Context: an optimization exercise on an open-source flow, tuned for small area and a short achievable clock period. The choices shown serve that exercise and are no tape-out recipe.
At most, simulation tests tie the RTL to the original design; equivalence was not proved.
No functional check of the RTL was part of run 1.

==> flow/design.v, too long to show whole: its modules and the start of the top module <==
// module izhikevich_neuron: 1031 lines
module izhikevich_neuron #(parameter DT = 16'h0100)
(
    input wire clk,
    input wire rst,
    input wire [15:0] I,
    output reg spike
);
  // ...
==> flow/flow/run.sh <==
#!/bin/bash
# Layout flow for the hand-mapped datapath.
#  1. the standard synthesis of the RTL (kept for its flip-flops: their
#     names, cell types and reset nets are reused unchanged);
#  2. flow/gen2.py, the same generator that wrote the RTL (same options, see
#     flow/gen_args), writes the same circuit mapped by hand onto sky130 cells:
#     full-adder trees and parallel-prefix adders as designed, instead of
#     Yosys/ABC's re-mapping of them;
#  3. flow/polar.py re-chooses the polarity of the full-adder cells (and picks
#     between a gate and its complement) to drop
#     redundant inverters;
#  4. the standard ORFS flow from floorplan on, with every port buffered by a
#     buf_1 cell.
# Each tool's output goes to a log file of its own in this folder.
set -euo pipefail
W=$(pwd)
R=$W/orfs/results/${FLOW_PLATFORM}/izhikevich_neuron/base
bash standard.sh synth > $W/log_synth.txt 2>&1
cp $R/1_2_yosys.v $W/netlist_standard.v
python3 $W/flow/gen2.py $(cat $W/flow/gen_args) --net $W/netlist_hand.v --std $W/netlist_standard.v > $W/log_gen2.txt 2>&1
python3 $W/flow/polar.py --gates $W/netlist_hand.v $W/netlist_polar.v > $W/log_polar.txt 2>&1
cp $W/netlist_polar.v $R/1_2_yosys.v
touch $R/1_2_yosys.v
export BUFFER_PORTS_ARGS="-buffer_cell sky130_fd_sc_hd__buf_1"
bash standard.sh finish > $W/log_finish.txt 2>&1
==> flow/flow/gen_args <==
--redq dadda
==> flow/flow/polar.py <==
#!/usr/bin/env python3
"""Re-choose the polarity of full adders in a mapped sky130 netlist.

A full adder is self-dual: FA(~a,~b,~c) = (~sum, ~cout).  Yosys's extract_fa
leaves many inverters between adder cells; this pass removes every inverter
(except ones driving ports), chooses for each fa cell whether it works on
inverted signals, and re-inserts one inverter per signal that is still needed
in the other polarity.  Registers and all other cells are unchanged.
usage: polar.py in.v out.v
"""
import re, sys, random

GATEFLIP = '--gates' in sys.argv
if GATEFLIP:
    sys.argv.remove('--gates')
src = open(sys.argv[1]).read()
m = re.search(r'^\s*module\s+(\S+)\s*\(', src, re.M)
body_start = src.index(';', m.end()) + 1
end = src.rindex('endmodule')
body = src[body_start:end]

inst_re = re.compile(r'^\s*(sky130_fd_sc_hd__\w+)\s+(\S+)\s*\((.*?)\);\s*$', re.S | re.M)
pin_re = re.compile(r'\.(\w+)\(\s*(.*?)\s*\)\s*(?:,|$)', re.S)
OUTPINS = {'X', 'Y', 'Q', 'Q_N', 'SUM', 'COUT', 'HI', 'LO', 'GCLK'}

cells = []
decl_lines = []
pos = 0
for mm in inst_re.finditer(body):
    pre = body[pos:mm.start()]
    decl_lines.append(pre)
    pos = mm.end()
    typ, name, pins = mm.group(1), mm.group(2), mm.group(3)
    conns = [(p, n) for p, n in pin_re.findall(pins)]
    cells.append([typ, name, conns])
tail = body[pos:]
if 'assign' in ''.join(decl_lines) + tail:
    sys.exit('assign statements not supported')

out_ports = set()
for mm in re.finditer(r'^\s*output\s+(\[(\d+):(\d+)\]\s*)?(\S+?)\s*;', src[:end], re.M):
    if mm.group(1):
        hi, lo = int(mm.group(2)), int(mm.group(3))
        for i in range(min(hi, lo), max(hi, lo) + 1):
            out_ports.add(f"{mm.group(4)}[{i}]")
    else:
        out_ports.add(mm.group(4))

A_ = {'and2_1': 6.256, 'nand2_1': 3.7536, 'or2_1': 6.256, 'nor2_1': 3.7536,
      'and2b_1': 7.5072, 'nand2b_1': 6.256, 'or2b_1': 7.5072, 'nor2b_1': 6.256,
      'xor2_1': 8.7584, 'xnor2_1': 8.7584, 'a21o_1': 7.5072, 'a21oi_1': 5.0048,
      'o21a_1': 7.5072, 'o21ai_1': 5.0048, 'o21ai_0': 5.0048, 'a21bo_1': 10.0096,
      'a21boi_0': 7.5072, 'o21ba_1': 10.0096, 'o21bai_1': 7.5072}
PAIRS = [('and2_1', 'nand2_1'), ('or2_1', 'nor2_1'), ('and2b_1', 'nand2b_1'),
         ('or2b_1', 'nor2b_1'), ('xor2_1', 'xnor2_1'), ('a21o_1', 'a21oi_1'),
         ('o21a_1', 'o21ai_1'), ('o21a_1', 'o21ai_0'), ('a21bo_1', 'a21boi_0'),
         ('o21ba_1', 'o21bai_1')]
COMP = {}
for x, y in PAIRS:
    COMP.setdefault(x, y)
    COMP.setdefault(y, x)
def out_pin(t):
    return 'X' if t in ('and2_1', 'or2_1', 'and2b_1', 'or2b_1', 'xor2_1', 'a21o_1', 'o21a_1', 'a21bo_1', 'o21ba_1') else 'Y'

def is_inv(t):
    return re.fullmatch(r'sky130_fd_sc_hd__(clk)?inv_\d+', t) is not None

driver = {}
for ci, (t, n, conns) in enumerate(cells):
    for p, net in conns:
        if p in OUTPINS:
            driver[net] = (ci, p)

removable = set()
for ci, (t, n, conns) in enumerate(cells):
    if is_inv(t):
        d = dict(conns)
        if d['Y'] not in out_ports:
            removable.add(ci)

def root(net):
    par = 0
    seen = 0
    while net in driver and driver[net][0] in removable:
        ci = driver[net][0]
        net = dict(cells[ci][2])['A']
        par ^= 1
        seen += 1
        if seen > 100:
            sys.exit('inverter loop')
    return net, par

# consumers: (cell index, pin index) -> (root, parity)
fa_idx = [ci for ci, c in enumerate(cells) if c[0].startswith('sky130_fd_sc_hd__fa_')]
fa_set = set(fa_idx)
cons = {}   # root -> list of (ci, parity)
pinref = []
for ci, (t, n, conns) in enumerate(cells):
    if ci in removable:
        continue
    for k, (p, net) in enumerate(conns):
        if p in OUTPINS:
            continue
        r, par = root(net)
        pinref.append((ci, k, r, par))
        cons.setdefault(r, []).append((ci, par))
# output ports that are driven through removable inverters are protected above;
# ports driven directly are roots with a parity-0 "consumer"
for net in out_ports:
    r, par = root(net)
    assert par == 0 and r == net
    cons.setdefault(r, []).append((-1, 0))

gate_idx = []
if GATEFLIP:
    for ci, (t, n, conns) in enumerate(cells):
        short = t[len('sky130_fd_sc_hd__'):]
        if ci not in removable and short in COMP:
            gate_idx.append(ci)
gate_set = set(gate_idx)
def gdelta(ci):
    short = cells[ci][0][len('sky130_fd_sc_hd__'):]
    return A_[COMP[short]] - A_[short]
def drv_fa(r):
    d = driver.get(r)
    if d is not None and (d[0] in fa_set or d[0] in gate_set):
        return d[0]
    return None

flip = {ci: 0 for ci in fa_idx + gate_idx}
def root_cost(r):
    f = drv_fa(r)
    nat = flip[f] if f is not None else 0
    for ci, par in cons.get(r, []):
        need = par ^ (flip[ci] if ci in fa_set else 0)
        if need != nat:
            return 1
    return 0

roots_of_fa = {}
for ci in fa_idx:
    rs = set()
    for p, net in cells[ci][2]:
        if p in OUTPINS:
            rs.add(net)
        else:
            rs.add(root(net)[0])
    roots_of_fa[ci] = rs
all_roots = set(cons)
for ci in gate_idx:
    for p, net in cells[ci][2]:
        if p in OUTPINS:
            roots_of_fa[ci] = {net}
def gcost():
    return sum(gdelta(ci) / 3.7536 for ci in gate_idx if flip[ci])
def total():
    return sum(root_cost(r) for r in all_roots) + gcost()

before = len(removable)
best = total()
random.seed(1)
cur = best
best_flip = dict(flip)
for it in range(60):
    improved = True
    while improved:
        improved = False
        for ci in fa_idx + gate_idx:
            rs = roots_of_fa[ci]
            gd = gdelta(ci) / 3.7536 if ci in gate_set else 0.0
            c0 = sum(root_cost(r) for r in rs) + (gd if flip[ci] else 0.0)
            flip[ci] ^= 1
            c1 = sum(root_cost(r) for r in rs) + (gd if flip[ci] else 0.0)
            if c1 < c0:
                cur += c1 - c0
                improved = True
            else:
                flip[ci] ^= 1
    if cur < best:
        best = cur
        best_flip = dict(flip)
    flip = dict(best_flip)
    cur = best
    pool = fa_idx + gate_idx
    for ci in random.sample(pool, max(1, len(pool) // 10)):
        flip[ci] ^= 1
    cur = total()
flip = best_flip
print(f"polar: {len(fa_idx)} fa cells, {len(gate_idx)} gates, {before} inverters removed, cost {best:.2f}, "
      f"{sum(flip[c] for c in fa_idx)} fa cells and {sum(flip[c] for c in gate_idx)} gates flipped", file=sys.stderr)

def esc(n):
    return n + ' ' if n.startswith('\\') else n

# rewrite
newnets = []
invnet = {}
def inv_of(r):
    if r not in invnet:
        nn = f"_pol{len(invnet)}_"
        invnet[r] = nn
        newnets.append(nn)
    return invnet[r]
for ci, k, r, par in pinref:
    f = drv_fa(r)
    nat = flip[f] if f is not None else 0
    need = par ^ (flip[ci] if ci in fa_set else 0)
    p, net = cells[ci][2][k]
    cells[ci][2][k] = (p, r if need == nat else inv_of(r))
out = [src[:body_start]]
out.append(''.join(decl_lines).rstrip('\n') + '\n')
for nn in newnets:
    out.append(f"  wire {nn};\n")
for ci in gate_idx:
    if flip[ci]:
        t = cells[ci][0]
        short = t[len('sky130_fd_sc_hd__'):]
        nt = 'sky130_fd_sc_hd__' + COMP[short]
        op, np_ = out_pin(short), out_pin(COMP[short])
        cells[ci][0] = nt
        cells[ci][2] = [((np_ if p == op else p), net) for p, net in cells[ci][2]]
for ci, (t, n, conns) in enumerate(cells):
    if ci in removable:
        continue
    pins = ",\n".join(f"    .{p}({esc(net)})" for p, net in conns)
    out.append(f"  {t} {n} (\n{pins}\n  );\n")
for i, (r, nn) in enumerate(invnet.items()):
    out.append(f"  sky130_fd_sc_hd__inv_1 _polinv{i}_ (\n    .A({esc(r)}),\n    .Y({nn})\n  );\n")
out.append(tail)
out.append(src[end:])
open(sys.argv[2], 'w').write(''.join(out))
==> flow/standard.sh <==
#!/bin/bash
# synth_recipe.tcl (not shown) runs the flow's synth.tcl, then flattens the netlist and writes it again
# the make line also repeats each setting of config.mk as NAME=value (left out here)
make -C /OpenROAD-flow-scripts/flow DESIGN_CONFIG=/design/flow/config.mk WORK_HOME=/design/flow/orfs CLKGATE_MAP_FILE= SYNTH_SCRIPT=/design/flow/synth_recipe.tcl "${@:-finish}"
==> flow/config.mk <==
export PLATFORM = sky130hd
export DESIGN_NAME = izhikevich_neuron
export DESIGN_NICKNAME = izhikevich_neuron
export VERILOG_FILES = /design/flow/design.v
export SDC_FILE = /design/flow/constraint.sdc
export NUM_CORES = 4
export LEC_CHECK = 0
export CAP_MARGIN = 20
export CORE_MARGIN = 2
export CORE_UTILIZATION = 40
export PLACE_DENSITY = 0.6
export SETUP_SLACK_MARGIN = 4
export SLEW_MARGIN = 20
==> flow/constraint.sdc <==
create_clock -name core_clock -period 12.0 [get_ports {clk}]
set_input_delay 2.4000 -clock core_clock [delete_from_list [all_inputs] [get_ports {clk}]]
set_output_delay 2.4000 -clock core_clock [all_outputs]
set_load 0.01 [all_outputs]
Not shown: flow/flow/gen2.py
==> out/metrics.sh, run 1 <==
PLACE_HPWL_MICRONS=13000
R2R.WORST_PATH.CELLS=22
GRT_UTIL_MET1_PCT=24.7
MIN_TO='u[15]'
CRITICALPATHCATEGORY='reg2reg'
FINALSETUPVIOLCOUNT=0
GRT_MAX_DEGREE=35
SYNTH.NET_COUNT=980
NUM_ANTENNA_CELLS=0
WORST_SETUP_HOLD_PATH_CLK_SLEW_NS=0.06
DIE_H_MICRONS=140
CRITICAL_PATH_CELL_COUNT=22
ROUTED_WL_MICRONS=16100
CLK_TREE_AREA_SHARE_PCT=2.16
MAX-SLEW-MARGIN-REL_PCT=35.9
DR.MAX_LAYER_USED='met4'
PORT-BUFFER-COUNT=18
CTS-HOLD-FIX-BUFFERS=0
DRT_ITER0_DRC=244
FILLCELLCOUNT=1745
TAPCELLS_INSERTED=229
STATUS='finished clean'
CTS_MAX_LEVEL=2
CRITICAL_PATH.ENDPOINT='v[12]'
GLOBALROUTEOVERFLOWTOTAL=0
SYN_AREA_SQ_UM=7410
PERIOD_UTILISATION_LAYOUT_PCT=61.9
SYNTH-WARNING-COUNT=1
NUMBER_OF_NETS_IN_THE_LAYOUT=1010
FIRST_PASS_GRT_WIRE_LENGTH_MICRONS=28400
==> run 2: changes to the inputs <==
--- a/flow/design.v
+++ b/flow/design.v
@@ -142,117 +142,117 @@
   wire w370 = v[15] & v[4];
   wire w371 = ~w370;
   wire w374 = v[15] & v[5];
   wire w375 = ~w374;
   wire w378 = v[15] & v[6];
   wire w379 = ~w378;
   wire w382 = v[15] & v[7];
   wire w383 = ~w382;
-  wire w386 = w52 & w92;
-  wire w389 = w52 ^ w92;
+  wire w386 = w52 ^ w92;
+  wire w389 = w52 & w92;
   wire fs393 = w55 ^ w95 ^ w132;
   wire fc394 = (w55 & w95) | (w55 & w132) | (w95 & w132);
   wire fs398 = w58 ^ w98 ^ w135;
   wire fc399 = (w58 & w98) | (w58 & w135) | (w98 & w135);
-  wire w402 = w169 & w200;
-  wire w405 = w169 ^ w200;
+  wire w402 = w169 ^ w200;
+  wire w405 = w169 & w200;
   wire w408 = w101 ^ w138;
   wire w409 = ~w408;
   wire w412 = w101 | w138;
   wire fs416 = w172 ^ w203 ^ w231;
   wire fc417 = (w172 & w203) | (w172 & w231) | (w203 & w231);
-  wire w420 = w256 & w355;
-  wire w423 = w256 ^ w355;
+  wire w420 = w256 ^ w355;
+  wire w423 = w256 & w355;
   wire fs427 = w141 ^ w175 ^ w206;
   wire fc428 = (w141 & w175) | (w141 & w206) | (w175 & w206);
   wire fs432 = w234 ^ w259 ^ w281;
   wire fc433 = (w234 & w259) | (w234 & w281) | (w259 & w281);
-  wire w436 = w303 & w359;
-  wire w439 = w303 ^ w359;
+  wire w436 = w303 ^ w359;
+  wire w439 = w303 & w359;
   wire fs443 = w178 ^ w209 ^ w237;
   wire fc444 = (w178 & w209) | (w178 & w237) | (w209 & w237);
   wire fs450 = w262 ^ w284 ^ w363;
   wire fc451 = (w262 & w284) | (w262 & w363) | (w284 & w363);
   wire fs455 = w212 ^ w240 ^ w265;
   wire fc456 = (w212 & w240) | (w212 & w265) | (w240 & w265);
-  wire w459 = w287 & w306;
-  wire w462 = w287 ^ w306;
+  wire w459 = w287 ^ w306;
+  wire w462 = w287 & w306;
   wire fs466 = w243 ^ w268 ^ w290;
   wire fc467 = (w243 & w268) | (w243 & w290) | (w268 & w290);
-  wire w470 = w271 & w293;
-  wire w473 = w271 ^ w293;
-  wire w476 = w40 & w80;
-  wire w479 = w40 ^ w80;
+  wire w470 = w271 ^ w293;
+  wire w473 = w271 & w293;
+  wire w476 = w40 ^ w80;
+  wire w479 = w40 & w80;
   wire fs483 = w43 ^ w83 ^ w120;
   wire fc484 = (w43 & w83) | (w43 & w120) | (w83 & w120);
   wire fs488 = w46 ^ w86 ^ w123;
   wire fc489 = (w46 & w86) | (w46 & w123) | (w86 & w123);
-  wire w492 = w157 & w188;
-  wire w495 = w157 ^ w188;
+  wire w492 = w157 ^ w188;
+  wire w495 = w157 & w188;
   wire fs499 = w49 ^ w89 ^ w126;
   wire fc500 = (w49 & w89) | (w49 & w126) | (w89 & w126);
   wire fs506 = w160 ^ w191 ^ w247;
   wire fc507 = (w160 & w191) | (w160 & w247) | (w191 & w247);
   wire fs511 = w129 ^ w163 ^ w194;
   wire fc512 = (w129 & w163) | (w129 & w194) | (w163 & w194);
-  wire fs518 = w222 ^ w250 ^ w389;
-  wire fc519 = (w222 & w250) | (w222 & w389) | (w250 & w389);
+  wire fs518 = w222 ^ w250 ^ w386;
+  wire fc519 = (w222 & w250) | (w222 & w386) | (w250 & w386);
   wire fs523 = w166 ^ w197 ^ w225;
   wire fc524 = (w166 & w197) | (w166 & w225) | (w197 & w225);
-  wire fs530 = w275 ^ w386 ^ fs393;
-  wire fc531 = (w275 & w386) | (w275 & fs393) | (w386 & fs393);
+  wire fs530 = w275 ^ w389 ^ fs393;
+  wire fc531 = (w275 & w389) | (w275 & fs393) | (w389 & fs393);
   wire fs535 = w228 ^ w253 ^ w278;
   wire fc536 = (w228 & w253) | (w228 & w278) | (w253 & w278);
-  wire fs542 = w405 ^ fc394 ^ fs398;
-  wire fc543 = (w405 & fc394) | (w405 & fs398) | (fc394 & fs398);
-  wire fs549 = w300 ^ w402 ^ w409;
-  wire fc550 = (w300 & w402) | (w300 & w409) | (w402 & w409);
-  wire fs556 = w423 ^ fc399 ^ fs416;
-  wire fc557 = (w423 & fc399) | (w423 & fs416) | (fc399 & fs416);
-  wire fs561 = w412 ^ w420 ^ w439;
-  wire fc562 = (w412 & w420) | (w412 & w439) | (w420 & w439);
+  wire fs542 = w402 ^ fc394 ^ fs398;
+  wire fc543 = (w402 & fc394) | (w402 & fs398) | (fc394 & fs398);
+  wire fs549 = w300 ^ w405 ^ w409;
+  wire fc550 = (w300 & w405) | (w300 & w409) | (w405 & w409);
+  wire fs556 = w420 ^ fc399 ^ fs416;
+  wire fc557 = (w420 & fc399) | (w420 & fs416) | (fc399 & fs416);
+  wire fs561 = w412 ^ w423 ^ w436;
+  wire fc562 = (w412 & w423) | (w412 & w436) | (w423 & w436);
   wire fs566 = fc417 ^ fs427 ^ fs432;
   wire fc567 = (fc417 & fs427) | (fc417 & fs432) | (fs427 & fs432);
-  wire fs573 = w322 ^ w436 ^ fc428;
-  wire fc574 = (w322 & w436) | (w322 & fc428) | (w436 & fc428);
+  wire fs573 = w322 ^ w439 ^ fc428;
+  wire fc574 = (w322 & w439) | (w322 & fc428) | (w439 & fc428);
   wire fs578 = fc433 ^ fs443 ^ fs450;
   wire fc579 = (fc433 & fs443) | (fc433 & fs450) | (fs443 & fs450);
-  wire fs585 = w325 ^ w367 ^ w462;
-  wire fc586 = (w325 & w367) | (w325 & w462) | (w367 & w462);
+  wire fs585 = w325 ^ w367 ^ w459;
+  wire fc586 = (w325 & w367) | (w325 & w459) | (w367 & w459);
   wire fs590 = fc444 ^ fc451 ^ fs455;
   wire fc591 = (fc444 & fc451) | (fc444 & fs455) | (fc451 & fs455);
   wire fs597 = w309 ^ w371 ^ w338;
   wire fc598 = (w309 & w371) | (w309 & w338) | (w371 & w338);
-  wire fs604 = w459 ^ fc456 ^ fs466;
-  wire fc605 = (w459 & fc456) | (w459 & fs466) | (fc456 & fs466);
+  wire fs604 = w462 ^ fc456 ^ fs466;
+  wire fc605 = (w462 & fc456) | (w462 & fs466) | (fc456 & fs466);
   wire fs609 = w312 ^ w328 ^ w341;
   wire fc610 = (w312 & w328) | (w312 & w341) | (w328 & w341);
-  wire fs616 = w375 ^ w473 ^ fc467;
-  wire fc617 = (w375 & w473) | (w375 & fc467) | (w473 & fc467);
+  wire fs616 = w375 ^ w470 ^ fc467;
+  wire fc617 = (w375 & w470) | (w375 & fc467) | (w470 & fc467);
   wire fs621 = w296 ^ w315 ^ w331;
   wire fc622 = (w296 & w315) | (w296 & w331) | (w315 & w331);
-  wire fs626 = w379 ^ w348 ^ w470;
-  wire fc627 = (w379 & w348) | (w379 & w470) | (w348 & w470);
+  wire fs626 = w379 ^ w348 ^ w473;
+  wire fc627 = (w379 & w348) | (w379 & w473) | (w348 & w473);
   wire fs631 = w318 ^ w334 ^ w344;
   wire fc632 = (w318 & w334) | (w318 & w344) | (w334 & w344);
-  wire w635 = w351 & w383;
-  wire w638 = w351 ^ w383;
-  wire w641 = w34 & w74;
-  wire w644 = w34 ^ w74;
+  wire w635 = w351 ^ w383;
+  wire w638 = w351 & w383;
+  wire w641 = w34 ^ w74;
+  wire w644 = w34 & w74;
   wire fs648 = w37 ^ w77 ^ w114;
   wire fc649 = (w37 & w77) | (w37 & w114) | (w77 & w114);
   wire fs653 = w117 ^ w151 ^ w185;
   wire fc654 = (w117 & w151) | (w117 & w185) | (w151 & w185);
-  wire fs660 = w154 ^ w216 ^ w476;
-  wire fc661 = (w154 & w216) | (w154 & w476) | (w216 & w476);
-  wire fs667 = w219 ^ w495 ^ fc484;
-  wire fc668 = (w219 & w495) | (w219 & fc484) | (w495 & fc484);
-  wire fs674 = w492 ^ fc489 ^ fs499;
-  wire fc675 = (w492 & fc489) | (w492 & fs499) | (fc489 & fs499);
+  wire fs660 = w154 ^ w216 ^ w479;
+  wire fc661 = (w154 & w216) | (w154 & w479) | (w216 & w479);
+  wire fs667 = w219 ^ w492 ^ fc484;
+  wire fc668 = (w219 & w492) | (w219 & fc484) | (w492 & fc484);
+  wire fs674 = w495 ^ fc489 ^ fs499;
+  wire fc675 = (w495 & fc489) | (w495 & fs499) | (fc489 & fs499);
   wire fs679 = fc500 ^ fc507 ^ fs511;
   wire fc680 = (fc500 & fc507) | (fc500 & fs511) | (fc507 & fs511);
   wire fs684 = fc512 ^ fs523 ^ fc519;
   wire fc685 = (fc512 & fs523) | (fc512 & fc519) | (fs523 & fc519);
   wire fs691 = fc524 ^ fs535 ^ fc531;
   wire fc692 = (fc524 & fs535) | (fc524 & fc531) | (fs535 & fc531);
   wire fs698 = fc536 ^ fs549 ^ fc543;
   wire fc699 = (fc536 & fs549) | (fc536 & fc543) | (fs549 & fc543);
@@ -263,28 +263,28 @@
   wire fs719 = fs585 ^ fc574 ^ fc579;
   wire fc720 = (fs585 & fc574) | (fs585 & fc579) | (fc574 & fc579);
   wire fs726 = fc586 ^ fs597 ^ fc591;
   wire fc727 = (fc586 & fs597) | (fc586 & fc591) | (fs597 & fc591);
   wire fs733 = fc598 ^ fs609 ^ fc605;
   wire fc734 = (fc598 & fs609) | (fc598 & fc605) | (fs609 & fc605);
   wire fs740 = fc610 ^ fs621 ^ fs626;
   wire fc741 = (fc610 & fs621) | (fc610 & fs626) | (fs621 & fs626);
-  wire fs747 = w638 ^ fc622 ^ fc627;
-  wire fc748 = (w638 & fc622) | (w638 & fc627) | (fc622 & fc627);
-  wire w751 = w28 & w68;
-  wire w754 = w28 ^ w68;
+  wire fs747 = w635 ^ fc622 ^ fc627;
+  wire fc748 = (w635 & fc622) | (w635 & fc627) | (fc622 & fc627);
+  wire w751 = w28 ^ w68;
+  wire w754 = w28 & w68;
   wire fs760 = w31 ^ w71 ^ w145;
   wire fc761 = (w31 & w71) | (w31 & w145) | (w71 & w145);
-  wire fs767 = w111 ^ w148 ^ w644;
-  wire fc768 = (w111 & w148) | (w111 & w644) | (w148 & w644);
-  wire fs774 = w182 ^ w641 ^ fs648;
-  wire fc775 = (w182 & w641) | (w182 & fs648) | (w641 & fs648);
-  wire fs781 = w479 ^ fc649 ^ fs653;
-  wire fc782 = (w479 & fc649) | (w479 & fs653) | (fc649 & fs653);
+  wire fs767 = w111 ^ w148 ^ w641;
+  wire fc768 = (w111 & w148) | (w111 & w641) | (w148 & w641);
+  wire fs774 = w182 ^ w644 ^ fs648;
+  wire fc775 = (w182 & w644) | (w182 & fs648) | (w644 & fs648);
+  wire fs781 = w476 ^ fc649 ^ fs653;
+  wire fc782 = (w476 & fc649) | (w476 & fs653) | (fc649 & fs653);
   wire fs788 = fc654 ^ fs483 ^ fs660;
   wire fc789 = (fc654 & fs483) | (fc654 & fs660) | (fs483 & fs660);
   wire fs795 = fc661 ^ fs488 ^ fs667;
   wire fc796 = (fc661 & fs488) | (fc661 & fs667) | (fs488 & fs667);
   wire fs800 = fs506 ^ fc668 ^ fs674;
   wire fc801 = (fs506 & fc668) | (fs506 & fs674) | (fc668 & fs674);
   wire fs805 = fs518 ^ fc675 ^ fs679;
   wire fc806 = (fs518 & fc675) | (fs518 & fs679) | (fc675 & fs679);
@@ -305,18 +305,18 @@
   wire fs857 = fs616 ^ fc727 ^ fs733;
   wire fc858 = (fs616 & fc727) | (fs616 & fs733) | (fc727 & fs733);
   wire fs864 = fc617 ^ fs740 ^ fc734;
   wire fc865 = (fc617 & fs740) | (fc617 & fc734) | (fs740 & fc734);
   wire fs871 = fs631 ^ fc741 ^ fs747;
   wire fc872 = (fs631 & fc741) | (fs631 & fs747) | (fc741 & fs747);
   wire w875 = w22 & w65;
   wire w878 = w25 & w105;
-  wire w881 = w754 & w108;
-  wire w884 = w751 & fs760;
+  wire w881 = w751 & w108;
+  wire w884 = w754 & fs760;
   wire w887 = fc761 & fs767;
   wire w890 = fc768 & fs774;
   wire w893 = fc775 & fs781;
   wire w896 = fc782 & fs788;
   wire w899 = fc789 & fs795;
   wire w902 = fc796 & fs800;
   wire w905 = fc801 & fs805;
   wire w908 = fc806 & fs812;
@@ -326,18 +326,18 @@
   wire w920 = fc830 & fs836;
   wire w923 = fc837 & fs843;
   wire w926 = fc844 & fs850;
   wire w929 = fc851 & fs857;
   wire w932 = fc858 & fs864;
   wire w935 = fc865 & fs871;
   wire w938 = w22 ^ w65;
   wire w941 = w25 ^ w105;
-  wire w944 = w754 ^ w108;
-  wire w947 = w751 ^ fs760;
+  wire w944 = w751 ^ w108;
+  wire w947 = w754 ^ fs760;
   wire w950 = fc761 ^ fs767;
   wire w953 = fc768 ^ fs774;
   wire w956 = fc775 ^ fs781;
   wire w959 = fc782 ^ fs788;
   wire w962 = fc789 ^ fs795;
   wire w965 = fc796 ^ fs800;
   wire w968 = fc801 ^ fs805;
   wire w971 = fc806 ^ fs812;
@@ -862,24 +862,24 @@
   wire fc2490 = (w2462 & w2345) | (w2462 & w2480) | (w2345 & w2480);
   wire fs2496 = fc2469 ^ fs2489 ^ fc2476;
   wire fc2497 = (fc2469 & fs2489) | (fc2469 & fc2476) | (fs2489 & fc2476);
   wire w2500 = u[10] ^ w2342;
   wire w2501 = ~w2500;
   wire w2504 = u[10] | w2342;
   wire fs2510 = w2348 ^ w2483 ^ w2501;
   wire fc2511 = (w2348 & w2483) | (w2348 & w2501) | (w2483 & w2501);
-  wire w2514 = fc2490 & fs2510;
-  wire w2517 = fc2490 ^ fs2510;
+  wire w2514 = fc2490 ^ fs2510;
+  wire w2517 = fc2490 & fs2510;
   wire fs2523 = u[11] ^ w19 ^ w2504;
   wire fc2524 = (u[11] & w19) | (u[11] & w2504) | (w19 & w2504);
   wire fs2528 = w2345 ^ w2353 ^ fs2523;
   wire fc2529 = (w2345 & w2353) | (w2345 & fs2523) | (w2353 & fs2523);
-  wire fs2535 = fc2511 ^ w2514 ^ fs2528;
-  wire fc2536 = (fc2511 & w2514) | (fc2511 & fs2528) | (w2514 & fs2528);
+  wire fs2535 = fc2511 ^ w2517 ^ fs2528;
+  wire fc2536 = (fc2511 & w2517) | (fc2511 & fs2528) | (w2517 & fs2528);
   wire w2539 = u[12] ^ w2348;
   wire w2540 = ~w2539;
   wire w2543 = u[12] | w2348;
   wire fs2549 = w2540 ^ fc2524 ^ fc2529;
   wire fc2550 = (w2540 & fc2524) | (w2540 & fc2529) | (fc2524 & fc2529);
   wire fs2556 = u[13] ^ w2352 ^ w2543;
   wire fc2557 = (u[13] & w2352) | (u[13] & w2543) | (w2352 & w2543);
   wire w2558 = ~u[14];
@@ -890,30 +890,30 @@
   wire w2571 = w2309 & w2321;
   wire w2574 = fc2359 & fs2363;
   wire w2577 = fc2374 & fs2383;
   wire w2580 = fc2384 & fs2393;
   wire w2583 = fc2394 & fs2403;
   wire w2586 = fc2404 & fs2413;
   wire w2589 = fc2414 & fs2423;
   wire w2592 = fc2424 & fs2433;
-  wire w2595 = fc2497 & w2517;
+  wire w2595 = fc2497 & w2514;
   wire w2598 = fc2536 & fs2549;
   wire w2601 = fc2550 & fs2556;
   wire w2604 = fc2557 & w2558;
   wire w2607 = w2306 ^ w2318;
   wire w2610 = w2309 ^ w2321;
   wire w2613 = fc2359 ^ fs2363;
   wire w2616 = fc2374 ^ fs2383;
   wire w2619 = fc2384 ^ fs2393;
   wire w2622 = fc2394 ^ fs2403;
   wire w2625 = fc2404 ^ fs2413;
   wire w2628 = fc2414 ^ fs2423;
   wire w2631 = fc2424 ^ fs2433;
-  wire w2634 = fc2497 ^ w2517;
+  wire w2634 = fc2497 ^ w2514;
   wire w2637 = fc2536 ^ fs2549;
   wire w2640 = fc2550 ^ fs2556;
   wire w2643 = fc2557 ^ w2558;
   wire w2646 = w2309 & w2306;
   wire w2649 = w2315 & w2312;
   wire w2654 = (w2610 & w2568) | w2571;
   wire w2657 = w2610 & w2607;
   wire w2660 = w2613 & fs2358;
==> flow/flow/run.sh (replaced) <==
#!/bin/bash
# Layout flow for the hand-mapped datapath.
#  1. the standard synthesis of the RTL (kept for its flip-flops: their
#     names, cell types and reset nets are reused unchanged);
#  2. flow/gen2.py, the same generator that wrote the RTL (same options, see
#     flow/gen_args), writes the same circuit mapped by hand onto sky130 cells:
#     full-adder trees and parallel-prefix adders as designed, instead of
#     Yosys/ABC's re-mapping of them;
#  3. flow/polar.py re-chooses the polarity of the full-adder cells to drop
#     redundant inverters;
#  4. the standard ORFS flow from floorplan on, with every port buffered by a
#     buf_1 cell.
# Each tool's output goes to a log file of its own in this folder.
set -euo pipefail
W=$(pwd)
R=$W/orfs/results/${FLOW_PLATFORM}/izhikevich_neuron/base
bash standard.sh synth > $W/log_synth.txt 2>&1
cp $R/1_2_yosys.v $W/netlist_standard.v
python3 $W/flow/gen2.py $(cat $W/flow/gen_args) --net $W/netlist_hand.v --std $W/netlist_standard.v > $W/log_gen2.txt 2>&1
python3 $W/flow/polar.py $W/netlist_hand.v $W/netlist_polar.v > $W/log_polar.txt 2>&1
cp $W/netlist_polar.v $R/1_2_yosys.v
touch $R/1_2_yosys.v
export BUFFER_PORTS_ARGS="-buffer_cell sky130_fd_sc_hd__buf_1"
bash standard.sh finish > $W/log_finish.txt 2>&1
--- a/flow/flow/gen2.py
+++ b/flow/flow/gen2.py
@@ -23,18 +23,16 @@
 ap.add_argument('--hsl', type=float, default=2.0)
 ap.add_argument('--ka', default='sk')
 ap.add_argument('--kb', default='sk')
 ap.add_argument('--kc', default='bk')
 ap.add_argument('--kx', default='bk')
 ap.add_argument('--haxor', type=int, default=1)
 ap.add_argument('--xpol', type=int, default=1)
 ap.add_argument('--redq', default='tdm')
-ap.add_argument('--stats', type=int, default=0)
-ap.add_argument('--hapol', type=int, default=1)
 args = ap.parse_args()
 
 # ----------------------------------------------------------------------------
 # cell library (functions of physical pins)
 CELLS = {}
 def cell(name, area, outs, ins, f, delay):
     CELLS[name] = dict(area=area, out=outs, ins=ins, f=f, d=delay)
 cell('and2_1', 6.256, 'X', ['A', 'B'], lambda a, b: a & b, 0.18)
@@ -91,20 +89,17 @@
 NETS = []     # declared nets
 cnt = [0]
 AREA = [0.0]
 def new(p):
     cnt[0] += 1
     return f"{p}{cnt[0]}"
 def esc(n):
     return n + ' ' if n.startswith('\\') else n
-CTX = ['misc']
-STATS = {}
 def inst(cname, pins):
-    STATS[(CTX[0], cname)] = STATS.get((CTX[0], cname), 0) + 1
     AREA[0] += CELLS[cname]['area'] if cname in CELLS else {'inv_1': 3.754, 'fa_1': 20.019, 'ha_1': 12.512}[cname]
     nm = new('_h') + '_'
     ps = ", ".join(f".{p}({esc(n)})" for p, n in pins)
     N.append(f"  {P}{cname} {nm} ({ps});")
 def newnet(p='n'):
     n = f"_{new(p)}_"
     NETS.append(n)
     return n
@@ -169,49 +164,46 @@
     if a == 0: return b
     if b == 0: return a
     return gate(lambda x, y: x | y, [a, b], f"{a.rtl} | {b.rtl}")
 def NOT(a):
     if a in (0, 1): return 1 - a
     name = new('w')
     R.append(f"  wire {name} = ~{a.rtl};")
     return Sig(name, a.net, not a.inv, a.t)
-def XOR(a, b, want=None):
+def XOR(a, b):
     if a in (0, 1) and b in (0, 1): return a ^ b
     if a == 0: return b
     if b == 0: return a
     if a == 1: return NOT(b)
     if b == 1: return NOT(a)
     # xor2 / xnor2 on the physical nets, polarity folded in
     o = newnet('x')
     t = max(a.t, b.t)
-    if want is None:
-        want = (a.inv ^ b.inv) and not args.xpol
-    if a.inv ^ b.inv ^ want:
+    if a.inv ^ b.inv and args.xpol:
         inst('xnor2_1', [('A', a.net), ('B', b.net), ('Y', o)])
     else:
         inst('xor2_1', [('A', a.net), ('B', b.net), ('X', o)])
     name = new('w')
     R.append(f"  wire {name} = {a.rtl} ^ {b.rtl};")
-    return Sig(name, o, want, t + 0.22)
+    return Sig(name, o, (a.inv ^ b.inv) and not args.xpol, t + 0.22)
 def AO21(a, b, c):   # (a & b) | c
     if c == 1: return 1
     if c == 0: return AND(a, b)
     if a == 0 or b == 0: return c
     if a == 1: return OR(b, c)
     if b == 1: return OR(a, c)
     return gate(lambda x, y, z: (x & y) | z, [a, b, c], f"({a.rtl} & {b.rtl}) | {c.rtl}")
 def AND3(a, b, c):
     return gate(lambda x, y, z: x & y & z, [a, b, c], f"{a.rtl} & {b.rtl} & {c.rtl}")
 
 def HA(a, b):
     if a in (0, 1) or b in (0, 1):
         return XOR(a, b), AND(a, b)
-    co = AND(a, b)
-    return XOR(a, b, co.inv if args.hapol else None), co
+    return XOR(a, b), AND(a, b)
 
 def FA(a, b, c):
     ins = [a, b, c]
     consts = [x for x in ins if x in (0, 1)]
     vs = [x for x in ins if x not in (0, 1)]
     if consts:
         k = sum(consts)
         if len(vs) == 2:
@@ -343,17 +335,16 @@
 v = [inp(f"v[{i}]", T0) for i in range(16)]
 u = [inp(f"u[{i}]", T0) for i in range(16)]
 I = [inp(f"I[{i}]", 2.6) for i in range(16)]
 
 # spike condition: v >= 30.0 (signed) = ~v15 & (v14 | v13 | v12&v11&v10&v9)
 t1 = AND(AND(v[12], v[11]), AND(v[10], v[9]))
 sp = AND(NOT(v[15]), OR(OR(v[14], v[13]), t1))
 
-CTX[0] = 'sqpp'
 # squarer: P = v*v mod 2^24 (v = v_low - 2^15 v15)
 NS = 24
 cols = [[] for _ in range(NS)]
 for i in range(15):
     if 2 * i < NS:
         if i >= 1:
             cols[2 * i].append(AND(v[i], NOT(v[i - 1])))
             if 2 * i + 1 < NS:
@@ -362,22 +353,19 @@
             cols[0].append(v[0])
     for j in range(i + 2, 15):
         k = i + j + 1
         if k < NS:
             cols[k].append(AND(v[i], v[j]))
 const = 1 << 16
 for i in range(8):
     cols[16 + i].append(NOT(AND(v[15], v[i])))
-CTX[0] = 'sqtree'
 ra, rb = reduce(cols, NS, const, args.redq)
-CTX[0] = 'cpa_a'
 vsq = cpa(ra, rb, 8, args.ka)
 
-CTX[0] = 'x'
 # x = 2v - u = 2v + ~u + 1 ; x[0] = u[0], carry-in ~u[0]
 xs = cpa(v[0:15], [NOT(u[i + 1]) for i in range(15)], 0, args.kx, cin=NOT(u[0]))
 x = [u[0]] + xs
 
 def addrow(cols, ncol, bits, shift, signed):
     c = 0
     for i, b in enumerate(bits):
         k = i + shift
@@ -385,49 +373,44 @@
             break
         if signed and i == len(bits) - 1:
             cols[k].append(NOT(b))
             c -= 1 << k
         else:
             cols[k].append(b)
     return c
 
-CTX[0] = 'vtree'
 # v tree
 NV = 21
 cols = [[] for _ in range(NV)]
 const = 0
 const += addrow(cols, NV, vsq, 5, True)
 const += addrow(cols, NV, vsq, 3, True)
 const += addrow(cols, NV, vsq, 0, True)
 addrow(cols, NV, v, 7, False)
 addrow(cols, NV, x, 5, False)
 addrow(cols, NV, I, 5, False)
 const += 0x8C00 << 5
 ra, rb = reduce(cols, NV, const)
-CTX[0] = 'cpa_b'
 vn = cpa(ra, rb, 5, args.kb)
 
-CTX[0] = 'utree'
 # u tree (x gated off while spiking; then + d)
 NU = 24
 cols = [[] for _ in range(NU)]
 nsp = NOT(sp)
 xg = [AND(b, nsp) for b in x]
 const = 0
 addrow(cols, NU, u, 8, False)
 const += addrow(cols, NU, xg, 6, True)
 const += addrow(cols, NU, xg, 4, True)
 const += addrow(cols, NU, xg, 0, True)
 cols[19].append(sp)
 ra, rb = reduce(cols, NU, const)
-CTX[0] = 'cpa_c'
 un = cpa(ra, rb, 8, args.kc)
 
-CTX[0] = 'mux'
 # next v: c = 0xBF00 while spiking
 C = 0xBF00
 vnext = []
 for i in range(16):
     if (C >> i) & 1:
         vnext.append(gate(lambda a, b: a | b, [sp, vn[i]], f"{sp.rtl} | {vn[i].rtl}", want=False))
     else:
         vnext.append(gate(lambda a, b: (1 - a) & b, [sp, vn[i]], f"~{sp.rtl} & {vn[i].rtl}", want=False))
@@ -517,10 +500,8 @@
     body = "\n".join(N + lines)
     # netlist refers to v[i]/u[i] as the flip-flop output nets
     body = re.sub(r'\(([vu])\[(\d+)\]\)', r'(\\\1[\2] )', body)
     out.append(body)
     out.append("endmodule")
     open(args.net, 'w').write("\n".join(out) + "\n")
 
 print(f"area (no flops) {AREA[0]:.1f}", file=sys.stderr)
-if args.stats:
-    for k in sorted(STATS): print(k, STATS[k], file=sys.stderr)
==> flow/flow/polar.py (replaced) <==
#!/usr/bin/env python3
"""Re-choose the polarity of full adders in a mapped sky130 netlist.

A full adder is self-dual: FA(~a,~b,~c) = (~sum, ~cout).  Yosys's extract_fa
leaves many inverters between adder cells; this pass removes every inverter
(except ones driving ports), chooses for each fa cell whether it works on
inverted signals, and re-inserts one inverter per signal that is still needed
in the other polarity.  Registers and all other cells are unchanged.
usage: polar.py in.v out.v
"""
import re, sys, random

src = open(sys.argv[1]).read()
m = re.search(r'^\s*module\s+(\S+)\s*\(', src, re.M)
body_start = src.index(';', m.end()) + 1
end = src.rindex('endmodule')
body = src[body_start:end]

inst_re = re.compile(r'^\s*(sky130_fd_sc_hd__\w+)\s+(\S+)\s*\((.*?)\);\s*$', re.S | re.M)
pin_re = re.compile(r'\.(\w+)\(\s*(.*?)\s*\)\s*(?:,|$)', re.S)
OUTPINS = {'X', 'Y', 'Q', 'Q_N', 'SUM', 'COUT', 'HI', 'LO', 'GCLK'}

cells = []
decl_lines = []
pos = 0
for mm in inst_re.finditer(body):
    pre = body[pos:mm.start()]
    decl_lines.append(pre)
    pos = mm.end()
    typ, name, pins = mm.group(1), mm.group(2), mm.group(3)
    conns = [(p, n) for p, n in pin_re.findall(pins)]
    cells.append([typ, name, conns])
tail = body[pos:]
if 'assign' in ''.join(decl_lines) + tail:
    sys.exit('assign statements not supported')

out_ports = set()
for mm in re.finditer(r'^\s*output\s+(\[(\d+):(\d+)\]\s*)?(\S+?)\s*;', src[:end], re.M):
    if mm.group(1):
        hi, lo = int(mm.group(2)), int(mm.group(3))
        for i in range(min(hi, lo), max(hi, lo) + 1):
            out_ports.add(f"{mm.group(4)}[{i}]")
    else:
        out_ports.add(mm.group(4))

def is_inv(t):
    return re.fullmatch(r'sky130_fd_sc_hd__(clk)?inv_\d+', t) is not None

driver = {}
for ci, (t, n, conns) in enumerate(cells):
    for p, net in conns:
        if p in OUTPINS:
            driver[net] = (ci, p)

removable = set()
for ci, (t, n, conns) in enumerate(cells):
    if is_inv(t):
        d = dict(conns)
        if d['Y'] not in out_ports:
            removable.add(ci)

def root(net):
    par = 0
    seen = 0
    while net in driver and driver[net][0] in removable:
        ci = driver[net][0]
        net = dict(cells[ci][2])['A']
        par ^= 1
        seen += 1
        if seen > 100:
            sys.exit('inverter loop')
    return net, par

# consumers: (cell index, pin index) -> (root, parity)
fa_idx = [ci for ci, c in enumerate(cells) if c[0].startswith('sky130_fd_sc_hd__fa_')]
fa_set = set(fa_idx)
cons = {}   # root -> list of (ci, parity)
pinref = []
for ci, (t, n, conns) in enumerate(cells):
    if ci in removable:
        continue
    for k, (p, net) in enumerate(conns):
        if p in OUTPINS:
            continue
        r, par = root(net)
        pinref.append((ci, k, r, par))
        cons.setdefault(r, []).append((ci, par))
# output ports that are driven through removable inverters are protected above;
# ports driven directly are roots with a parity-0 "consumer"
for net in out_ports:
    r, par = root(net)
    assert par == 0 and r == net
    cons.setdefault(r, []).append((-1, 0))

def drv_fa(r):
    d = driver.get(r)
    if d is not None and d[0] in fa_set:
        return d[0]
    return None

flip = {ci: 0 for ci in fa_idx}
def root_cost(r):
    f = drv_fa(r)
    nat = flip[f] if f is not None else 0
    for ci, par in cons.get(r, []):
        need = par ^ (flip[ci] if ci in fa_set else 0)
        if need != nat:
            return 1
    return 0

roots_of_fa = {}
for ci in fa_idx:
    rs = set()
    for p, net in cells[ci][2]:
        if p in OUTPINS:
            rs.add(net)
        else:
            rs.add(root(net)[0])
    roots_of_fa[ci] = rs
all_roots = set(cons)
def total():
    return sum(root_cost(r) for r in all_roots)

before = len(removable)
best = total()
random.seed(1)
cur = best
best_flip = dict(flip)
for it in range(60):
    improved = True
    while improved:
        improved = False
        for ci in fa_idx:
            rs = roots_of_fa[ci]
            c0 = sum(root_cost(r) for r in rs)
            flip[ci] ^= 1
            c1 = sum(root_cost(r) for r in rs)
            if c1 < c0:
                cur += c1 - c0
                improved = True
            else:
                flip[ci] ^= 1
    if cur < best:
        best = cur
        best_flip = dict(flip)
    flip = dict(best_flip)
    cur = best
    for ci in random.sample(fa_idx, max(1, len(fa_idx) // 10)):
        flip[ci] ^= 1
    cur = total()
flip = best_flip
print(f"polar: {len(fa_idx)} fa cells, {before} inverters removed, {best} inserted, "
      f"{sum(flip.values())} fa cells flipped", file=sys.stderr)

def esc(n):
    return n + ' ' if n.startswith('\\') else n

# rewrite
newnets = []
invnet = {}
def inv_of(r):
    if r not in invnet:
        nn = f"_pol{len(invnet)}_"
        invnet[r] = nn
        newnets.append(nn)
    return invnet[r]
for ci, k, r, par in pinref:
    f = drv_fa(r)
    nat = flip[f] if f is not None else 0
    need = par ^ (flip[ci] if ci in fa_set else 0)
    p, net = cells[ci][2][k]
    cells[ci][2][k] = (p, r if need == nat else inv_of(r))
out = [src[:body_start]]
out.append(''.join(decl_lines).rstrip('\n') + '\n')
for nn in newnets:
    out.append(f"  wire {nn};\n")
for ci, (t, n, conns) in enumerate(cells):
    if ci in removable:
        continue
    pins = ",\n".join(f"    .{p}({esc(net)})" for p, net in conns)
    out.append(f"  {t} {n} (\n{pins}\n  );\n")
for i, (r, nn) in enumerate(invnet.items()):
    out.append(f"  sky130_fd_sc_hd__inv_1 _polinv{i}_ (\n    .A({esc(r)}),\n    .Y({nn})\n  );\n")
out.append(tail)
out.append(src[end:])
open(sys.argv[2], 'w').write(''.join(out))
==> run 2 against run 1 <==
Still clean; critical path depth up 1; cell area up 1.1%; maximum frequency rose by 1.2%; core utilization shrank 0.72 points; critical path type unchanged.
==> out/metrics.sh, run 2 <==
MULTI_INPUT_COMB_AREA_SQ_UM=6310
R2R.WORST_PATH.CELLS=23  # +4.5%
CTS_NUM_SINKS=33
CORE_SQ_UM=18600
CTS_MAX_LEVEL=2  # unchanged
VIAS=5452
MOST_FREQUENT_STANDARD_CELL_IN_THE_LAYOUT_EXCLUDING_FILL_AND_TAP_CELLS='sky130_fd_sc_hd__nand2_1'
ROUTED_WL_MICRONS=16700  # +3.6%
CTS-ROOT-TO-SINK-BUFFERS=2
MAX-CAP-VIOLATIONS=0
PLACE_HPWL_MICRONS=13500  # +3.6%
CRITICAL_PATH.STARTPOINT='v[13]'
SUM_OF_NEGATIVE_SETUP_SLACK_NS=0
TIMING.RR.END='v[12]'
FIRST_PASS_ITERS=4
WORSTMARGINPINSLEW_NS=0.967
WHS_NS=0.647
FINALSETUPVIOLCOUNT=0  # unchanged
FIRST_GLOBAL_VIAS=5679
TOP_LEVEL_I_O_COUNT=19
DIE_H_MICRONS=141  # +0.56%
DRT_ITER0_DRC=224  # -8.2%
SYNTH-WARNING-COUNT=1  # unchanged
GRT_MAX_DEGREE=35  # unchanged
ENDPOINT_KIND='flop'
TRITONCTS_CLOCK_TREE='done'
FINAL_HOLD_VIOL_COUNT=0
PERIOD_NEEDED_NS=7.33
CLOCK.FMAX_MHz=136
FLOORPLAN.DIE_AREA_SQ_UM=19900
AREA_ADDED_BETWEEN_SYNTHESIS_AND_FINISH_PCT=7.59
CTS_REPAIR_RESIZE_COUNT=0
CTS-HOLD-FIX-BUFFERS=0  # unchanged
PATH_MAX_FANOUT=14
FF2FF_SETUP_SLACK_NS=4.67
RSZ_0062_RAISED_AFTER_GLOBAL_ROUTING='false'
SYN-MEAN-INSTANCE-AREA_SQ_UM=8.89
CLK_LATENCY_NS=0.30
DIEWIDTH_MICRONS=141
NUM_ANTENNA_CELLS=0  # unchanged
TRITONCTS_BUFFERS=5
REG.LARGEST.LIST='u: 16 flops, v: 16 flops, spike: 1 flops'
REQUIRED_NS=12.23
REGAREA_SQ_UM=838
R2R_START='v[13]'
FIRST_PASS_GRT_WIRE_LENGTH_MICRONS=28700  # +0.97%
CRITICALPATHCATEGORY='reg2reg'
CRITICAL_PATH.STARTPOINT_TYPE='flop'
FINAL-MAX-SLEW-VIOLATION-COUNT=0
ANT_NETS=0
CTS.ROOT.BUFFER_CELL='sky130_fd_sc_hd__clkbuf_16'
SYNTH.NET_COUNT=1015  # +3.6%
PERIOD_UTILISATION_LAYOUT_PCT=61.1  # -0.74 points
CRITICAL_PATH.ENDPOINT='v[12]'
PLACEMENTROWS=50
FILLCELLCOUNT=1826  # +4.6%
LAYOUT.CELLS.MOST_COMMON_LIST='sky130_fd_sc_hd__nand2_1, sky130_fd_sc_hd__fa_1, sky130_fd_sc_hd__inv_1'
SYN_AREA_SQ_UM=7500  # +1.2%
HOLD_CLASS='reg2reg'
GRTUSAGETOTAL_PCT=18.4
GLOBALROUTEOVERFLOWTOTAL=0  # unchanged
CRIT_ARRIVAL_NS=7.57
ROUTE.DETAILED.DRC=0
WIRE_PER_INST_MICRONS=15.1
FIN_SKEW_NS=0.0111
WORST_SETUP_HOLD_PATH_CLK_SLEW_NS=0.06  # about the same
SYNTHESIS.INSTANCES=844
START_UTIL_PCT=40.4
STATUS='finished clean'
CTS_POST_SETUP_BUFFERS_INSERTED=0
ANTENNA_FOUND_INITIAL=0
MAX-SLEW-MARGIN-REL_PCT=35.5  # -0.41 points
SHARE_OF_CELLS_ABOVE_DRIVE_STRENGTH_1_PCT=2.86
PLACE_CONGESTION=0.798
DETAIL_ROUTE.VIAS_PER_CELL=4.92
FINISH.UTILIZATION_PCT=43.4
NUMBER_OF_NETS_IN_THE_LAYOUT=1045  # +3.5%
PORT-BUFFER-COUNT=18  # unchanged
==> run 2: worst max-delay path: stages (launching register included) <==
cell and delay, ns:
sky130_fd_sc_hd__dfstp_2 0.73, sky130_fd_sc_hd__nand2_1 0.13, sky130_fd_sc_hd__fa_1 0.51, sky130_fd_sc_hd__fa_1 0.39, sky130_fd_sc_hd__fa_1 0.45, sky130_fd_sc_hd__fa_1 0.53
sky130_fd_sc_hd__xor2_1 0.27, sky130_fd_sc_hd__nand2_1 0.11, sky130_fd_sc_hd__nor2_1 0.15, sky130_fd_sc_hd__nand2_1 0.07, sky130_fd_sc_hd__o21ai_1 0.41, sky130_fd_sc_hd__a21oi_1 0.15
sky130_fd_sc_hd__xnor2_1 0.52, sky130_fd_sc_hd__fa_1 0.31, sky130_fd_sc_hd__fa_1 0.43, sky130_fd_sc_hd__fa_1 0.54, sky130_fd_sc_hd__xor2_1 0.27, sky130_fd_sc_hd__nand2_1 0.12
sky130_fd_sc_hd__nor2_1 0.15, sky130_fd_sc_hd__nand2_1 0.06, sky130_fd_sc_hd__o21bai_1 0.43, sky130_fd_sc_hd__a21boi_0 0.20, sky130_fd_sc_hd__xnor2_1 0.15, sky130_fd_sc_hd__or2_1 0.20
==> run 2: worst min path at each step <==
stage	from	to	slack (ns)	cells past startpoint
CTS	u[15]	u[15]	0.65	2
global placement	u[15]	u[15]	0.62	2
finish	u[15]	u[15]	0.65	2
floorplan	u[15]	u[15]	0.60	2
detailed placement	u[15]	u[15]	0.63	2
global route	u[15]	u[15]	0.69	2
==> run 2: area by class of cell <==
class / instances / area share [%]
Multi-Input combinational cell: 714 / 78.2
Timing Repair Buffer: 23 / 1.30
Inverter: 97 / 4.51
Clock buffer: 7 / 1.89
Sequential cell: 33 / 10.4
Tap cell: 234 / 3.63
Clock inverter: 1 / 0.0620
==> run 2: routing by layer <==
metal / GRT usage [%] / vias up / part of all wire [%]
met5: 0 / - / 0
met4: 3.16 / 0 / 0.98
met2: 32.6 / 51 / 51
li1: - / 2621 / -
met3: 2.41 / 15 / 2.4
met1: 24.6 / 2765 / 45
==> run 2: through the flow <==
| stage | area (sq um) | setup WS, ns | std cells |
|---|---|---|---|
| final | 8070 | 4.67 | 1109 |
| after global routing | 8070 | 4.03 | 1109 |
| after CTS | 8060 | 4.44 | 1109 |
| after detailed placement | 7900 | 4.45 | 1101 |
| after global placement | 7900 | 4.46 | 1101 |
| after floorplan | 7500 | 5.53 | 844 |

==> re-timing with driven ports <==
Ports are ideal in the flow. The routed layouts listed here were re-timed in OpenROAD.
Step 1 sets driving cells, clkbuf_16 on the clock port and buf_2 on the other inputs (assumed; they add their load-dependent delay and slew).
Step 2 also shifts input and output timing later by t, the mid clock arrival at the registers, as if the neighbouring blocks saw the same clock.
a / b / c = ideal / step 1 / step 2; a / b = the first two.
run | t (ns) | setup slack, ns | worst setup path after step 2
run 1 | 0.319 | 4.577 / 4.577 / 4.577 | register to register
run 2 | 0.333 | 4.665 / 4.665 / 4.665 | register to register
After both steps every run listed still meets setup and hold.
